From an optimization exercise on the open Yosys and OpenROAD flow, aimed at small area and few clock cycles; shortcuts taken in it are not production practice. Only simulation tests tie the RTL to the original design; equivalence was not proved. Power and IR drop assume default switching activity.

==> inputs of 07-05 <==
==> flow/design.v (excerpt) <==
module qdec_ctx_init (
    input clk,
    input rst_n,
    input  logic       ctx_init_start,
    input  logic [5:0] qp,
    output logic [9:0] ctx_init_addr,
    output logic [6:0] ctx_init_wdata,
    output logic       ctx_init_we,
    output logic       ctx_init_done_intr
);
function automatic logic [7:0] ctx_init_value_rom(input logic [9:0] i);
    case(i)
    10'd0: ctx_init_value_rom = 8'd153;
    10'd1: ctx_init_value_rom = 8'd153;
    10'd2: ctx_init_value_rom = 8'd153;
    10'd3: ctx_init_value_rom = 8'd153;
    10'd4: ctx_init_value_rom = 8'd153;
    10'd5: ctx_init_value_rom = 8'd153;
    10'd6: ctx_init_value_rom = 8'd200;
    10'd7: ctx_init_value_rom = 8'd185;
    10'd8: ctx_init_value_rom = 8'd160;
    10'd9: ctx_init_value_rom = 8'd200;
    10'd10: ctx_init_value_rom = 8'd185;
    10'd11: ctx_init_value_rom = 8'd160;
    10'd12: ctx_init_value_rom = 8'd139;
    10'd13: ctx_init_value_rom = 8'd141;
    10'd14: ctx_init_value_rom = 8'd157;
    10'd15: ctx_init_value_rom = 8'd107;
    10'd16: ctx_init_value_rom = 8'd139;
    10'd17: ctx_init_value_rom = 8'd126;
    10'd18: ctx_init_value_rom = 8'd107;
    10'd19: ctx_init_value_rom = 8'd139;
    10'd20: ctx_init_value_rom = 8'd126;
    10'd21: ctx_init_value_rom = 8'd154;
    10'd22: ctx_init_value_rom = 8'd154;
    10'd23: ctx_init_value_rom = 8'd154;
    10'd24: ctx_init_value_rom = 8'd197;
    10'd25: ctx_init_value_rom = 8'd185;
    10'd26: ctx_init_value_rom = 8'd201;
    10'd27: ctx_init_value_rom = 8'd197;
    10'd28: ctx_init_value_rom = 8'd185;
    10'd29: ctx_init_value_rom = 8'd201;
    10'd30: ctx_init_value_rom = 8'd149;
    10'd31: ctx_init_value_rom = 8'd134;
    10'd32: ctx_init_value_rom = 8'd184;
    10'd33: ctx_init_value_rom = 8'd154;
    10'd34: ctx_init_value_rom = 8'd139;
    10'd35: ctx_init_value_rom = 8'd154;
    10'd36: ctx_init_value_rom = 8'd154;
    10'd37: ctx_init_value_rom = 8'd154;
  ...
Settings: LEC_CHECK=0, ABC_AREA=1, CAP_MARGIN=20, CORE_MARGIN=2, CORE_UTILIZATION=50, SLEW_MARGIN=20, SYNTH_MEMORY_MAX_BITS=65536; clock period 10.0 ns.
run.sh (not shown) runs the stock make flow with config.mk's settings and CLKGATE_MAP_FILE= SYNTH_SCRIPT=/design/flow/synth_recipe.tcl, a recipe that flattens the netlist after the stock synthesis.
==> 01-21 (differences from 07-05) <==
--- a/flow/design.v
+++ b/flow/design.v
@@ -576,37 +576,41 @@
     10'd563: ctx_init_value_rom = 8'd154;
     10'd564: ctx_init_value_rom = 8'd154;
     10'd565: ctx_init_value_rom = 8'd154;
     10'd566: ctx_init_value_rom = 8'd154;
     default: ctx_init_value_rom = 8'd0;
     endcase
 endfunction
-logic [9:0] cnt, cnt_next;
+logic [9:0] cnt, cnt_dec;
 logic       run;
 logic       last;
-assign last     = (cnt == 10'd566);
-assign cnt_next = ctx_init_start ? 10'd0 : cnt + 10'd1;
-always_ff @(posedge clk) cnt <= cnt_next;
+assign last    = (cnt == 10'd0);
+assign cnt_dec = cnt - 10'd1;
+always_ff @(posedge clk)
+    if (ctx_init_start) cnt <= 10'd566;
+    else cnt <= cnt_dec;
 always_ff @(posedge clk)
     if (!rst_n) run <= 1'b0;
     else run <= ctx_init_start | (run & ~last);
 logic [7:0] init_value_next;
 logic [3:0] slope_u, offset_r;
-assign init_value_next = ctx_init_value_rom(cnt_next);
-always_ff @(posedge clk) begin
-    slope_u  <= init_value_next[7:4] + 4'd7;
-    offset_r <= init_value_next[3:0];
-end
+assign init_value_next = ctx_init_value_rom(cnt_dec);
+assign slope_u  = init_value_next[7:4] + 4'd7;
+assign offset_r = init_value_next[3:0];
 logic [7:0]  qp5;
 logic [12:0] y;
 logic [8:0]  yq;
 logic [6:0]  pre_c;
 assign qp5   = {2'd0, qp} + {qp, 2'b00};
 assign y     = {10'd0, slope_u[2:0]} * {5'd0, qp5} - (slope_u[3] ? {2'b0, qp5, 3'b000} : 13'd0)
              + {2'd0, offset_r, 7'd0} + 13'd4096;
 assign yq    = y[12:4];
 assign pre_c = (yq < 9'd273) ? 7'd1 : (yq > 9'd398) ? 7'd126 : (yq[6:0] - 7'd16);
+logic [6:0] wdata_r;
+always_ff @(posedge clk)
+    if (ctx_init_start) wdata_r <= 7'd1;
+    else wdata_r <= {pre_c[5:0] ^ {6{~pre_c[6]}}, pre_c[6]};
 assign ctx_init_addr      = cnt;
-assign ctx_init_wdata     = {pre_c[5:0] ^ {6{~pre_c[6]}}, pre_c[6]};
+assign ctx_init_wdata     = wdata_r;
 assign ctx_init_we        = run;
 assign ctx_init_done_intr = run & last;
 endmodule
==> flow/flow/run.sh (new file) <==
#!/bin/bash
# Own flow: the standard ORFS flow (standard.sh), with two changes:
#  - synthesis maps the logic with an area-oriented ABC script (flow/abc_area.script) and leaves
#    adders to ABC instead of mapping them to full/half-adder cells; the registers, their
#    names and cells are as in the standard synthesis;
#  - the port buffers are sky130_fd_sc_hd__buf_1 (every input and output port still gets one).
# Each step's full output goes to its own log here (own_synth.log, own_finish.log) and to
# ORFS's logs under orfs/logs.
set -euo pipefail
W=$(pwd)
cp -r "$FLOW_HOME/scripts" "$W/scripts_own"
cp "$W/flow/abc_area.script" "$W/scripts_own/abc_area.script"
bash "$W/standard.sh" SCRIPTS_DIR="$W/scripts_own" ADDER_MAP_FILE= synth > "$W/own_synth.log" 2>&1
bash "$W/standard.sh" "BUFFER_PORTS_ARGS=-buffer_cell sky130_fd_sc_hd__buf_1" finish > "$W/own_finish.log" 2>&1
==> flow/flow/abc_area.script (new file) <==
strash
&get -n
&deepsyn -T 30
&put
dch
amap
topo
strash
dch
amap
topo
==> flow/standard.sh (new file) <==
#!/bin/bash
# synth_recipe.tcl (not shown) runs the flow's synth.tcl, then flattens the netlist and writes it again
# the make line also repeats each setting of config.mk as NAME=value (left out here)
make -C /OpenROAD-flow-scripts/flow DESIGN_CONFIG=/design/flow/config.mk WORK_HOME=/design/flow/orfs CLKGATE_MAP_FILE= SYNTH_SCRIPT=/design/flow/synth_recipe.tcl "${@:-finish}"
Settings changed: CORE_UTILIZATION 50 to 35, CTS_BUF_LIST set to sky130_fd_sc_hd__clkbuf_2 sky130_fd_sc_hd__clkbuf_4, GPL_TIMING_DRIVEN set to 0.
removed: flow/run.sh
==> 01-14 (differences from 07-05) <==
--- a/flow/design.v
+++ b/flow/design.v
@@ -576,37 +576,41 @@
     10'd563: ctx_init_value_rom = 8'd154;
     10'd564: ctx_init_value_rom = 8'd154;
     10'd565: ctx_init_value_rom = 8'd154;
     10'd566: ctx_init_value_rom = 8'd154;
     default: ctx_init_value_rom = 8'd0;
     endcase
 endfunction
-logic [9:0] cnt, cnt_next;
+logic [9:0] cnt, cnt_dec;
 logic       run;
 logic       last;
-assign last     = (cnt == 10'd566);
-assign cnt_next = ctx_init_start ? 10'd0 : cnt + 10'd1;
-always_ff @(posedge clk) cnt <= cnt_next;
+assign last    = (cnt == 10'd0);
+assign cnt_dec = cnt - 10'd1;
+always_ff @(posedge clk)
+    if (ctx_init_start) cnt <= 10'd566;
+    else cnt <= cnt_dec;
 always_ff @(posedge clk)
     if (!rst_n) run <= 1'b0;
     else run <= ctx_init_start | (run & ~last);
 logic [7:0] init_value_next;
 logic [3:0] slope_u, offset_r;
-assign init_value_next = ctx_init_value_rom(cnt_next);
-always_ff @(posedge clk) begin
-    slope_u  <= init_value_next[7:4] + 4'd7;
-    offset_r <= init_value_next[3:0];
-end
+assign init_value_next = ctx_init_value_rom(cnt_dec);
+assign slope_u  = init_value_next[7:4] + 4'd7;
+assign offset_r = init_value_next[3:0];
 logic [7:0]  qp5;
 logic [12:0] y;
 logic [8:0]  yq;
 logic [6:0]  pre_c;
 assign qp5   = {2'd0, qp} + {qp, 2'b00};
 assign y     = {10'd0, slope_u[2:0]} * {5'd0, qp5} - (slope_u[3] ? {2'b0, qp5, 3'b000} : 13'd0)
              + {2'd0, offset_r, 7'd0} + 13'd4096;
 assign yq    = y[12:4];
 assign pre_c = (yq < 9'd273) ? 7'd1 : (yq > 9'd398) ? 7'd126 : (yq[6:0] - 7'd16);
+logic [6:0] wdata_r;
+always_ff @(posedge clk)
+    if (ctx_init_start) wdata_r <= 7'd1;
+    else wdata_r <= {pre_c[5:0] ^ {6{~pre_c[6]}}, pre_c[6]};
 assign ctx_init_addr      = cnt;
-assign ctx_init_wdata     = {pre_c[5:0] ^ {6{~pre_c[6]}}, pre_c[6]};
+assign ctx_init_wdata     = wdata_r;
 assign ctx_init_we        = run;
 assign ctx_init_done_intr = run & last;
 endmodule
==> flow/flow/run.sh (new file) <==
#!/bin/bash
# Own flow: the standard ORFS flow (standard.sh), with two changes:
#  - synthesis maps the logic with an area-oriented ABC script (flow/abc_area.script) and leaves
#    adders to ABC instead of mapping them to full/half-adder cells; the registers, their
#    names and cells are as in the standard synthesis;
#  - the port buffers are sky130_fd_sc_hd__buf_1 (every input and output port still gets one).
# Each step's full output goes to its own log here (own_synth.log, own_finish.log) and to
# ORFS's logs under orfs/logs.
set -euo pipefail
W=$(pwd)
cp -r "$FLOW_HOME/scripts" "$W/scripts_own"
cp "$W/flow/abc_area.script" "$W/scripts_own/abc_area.script"
bash "$W/standard.sh" SCRIPTS_DIR="$W/scripts_own" ADDER_MAP_FILE= synth > "$W/own_synth.log" 2>&1
bash "$W/standard.sh" "BUFFER_PORTS_ARGS=-buffer_cell sky130_fd_sc_hd__buf_1" finish > "$W/own_finish.log" 2>&1
==> flow/flow/abc_area.script (new file) <==
strash
&get -n
&deepsyn -T 30
&put
dch
amap
topo
strash
dch
amap
topo
==> flow/standard.sh (new file) <==
#!/bin/bash
# synth_recipe.tcl (not shown) runs the flow's synth.tcl, then flattens the netlist and writes it again
# the make line also repeats each setting of config.mk as NAME=value (left out here)
make -C /OpenROAD-flow-scripts/flow DESIGN_CONFIG=/design/flow/config.mk WORK_HOME=/design/flow/orfs CLKGATE_MAP_FILE= SYNTH_SCRIPT=/design/flow/synth_recipe.tcl "${@:-finish}"
Settings changed: CORE_UTILIZATION 50 to 35, GPL_TIMING_DRIVEN set to 0.
removed: flow/run.sh
==> qor summary <==
quantity	01-21	07-05	01-14
Status	timing/DRC/antenna clean	timing/DRC/antenna clean	timing/DRC/antenna clean
Power Density	124.6 nW/um^2	132.6 nW/um^2	133.0 nW/um^2
Worst slew pin tran	1.051 ns	1.028 ns	1.054 ns
Number of clock sinks	18	19	18
Sequential standard cell area	372.9 um^2	380.4 um^2	370.4 um^2
Crit path arrival time	9.73 ns	7.61 ns	9.66 ns
Beginning of the worst register-to-register path	cnt[2]	cnt[0]	cnt[1]
Most common cell after layout, fill and taps aside	nor2_1	nand2_1	nor2_1
Highest cell delay on the worst timing path	0.92 ns	0.53 ns	0.65 ns
Critical Path Start	cnt[2]	qp[0]	cnt[1]
Fillcell total	1475	1444	1460
Placed Cells	1058	1369	1058
Seq/Total Area, Yosys	8.076%	5.727%	8.076%
Count of antenna diodes in the layout	2	0	2
Invs w/o clock	80	133	80
Place WS	-1.632 ns	-0.1285 ns	-1.632 ns
Fmax achieved	104.6 MHz	104.0 MHz	104.7 MHz
Clock Power	38.1 uW	86.7 uW	90.6 uW
Number of cells traversed by the worst register-to-register path	45	23	44
Clock tree buffer count of the final layout	3	3	4
Required time of the worst setup path	10.17 ns	8.00 ns	10.11 ns
Cell internal power dissipation	256.9 uW	448.3 uW	305.5 uW
Cell taking the most area after synthesis	nor2_1	nand2_1	nor2_1
Top sig layer	met4	met5	met4
Share of the synthesized netlist area taken by xor and xnor gates	0%	2.374%	0%
Testbench counts of 07-05, summed over its fixed seeds: cycles 36,296.
Testbench counts of 01-21, summed over its fixed seeds: cycles 36,296.
Testbench counts of 01-14, summed over its fixed seeds: cycles 36,296.

==> afterwards: timing with drivers on the ports <==
The flow's constraints put no driver on any port. The routed layouts listed below were extracted and timed again, unchanged, in two steps. Step 1 sets driving cells, clkbuf_16 on the clock port and buf_2 on the other inputs (assumed; they add their load-dependent delay and slew). Step 2 moves the port delays by t, midway between the first and last clock arrival at a register: inputs arrive t later, outputs are due t later. That takes back most of the time a late clock gives input paths. a / b / c = no drivers / after step 1 / after step 2; a / b = the first two.
run	t (ns)	setup WS [ns]	worst setup path at the end	worst slew at a driven data input, ns
07-05	0.302	0.386 / 0.364 / 0.364	input to output	0.03
01-21	0.322	0.441 / 0.441 / 0.441	register to register	0.03
01-14	0.284	0.453 / 0.452 / 0.452	register to register	0.03
After both steps every run listed still meets setup and hold. The setup slack of 07-05, which loses most, moves by -0.022 ns with the drivers and by -0.022 ns with both steps.
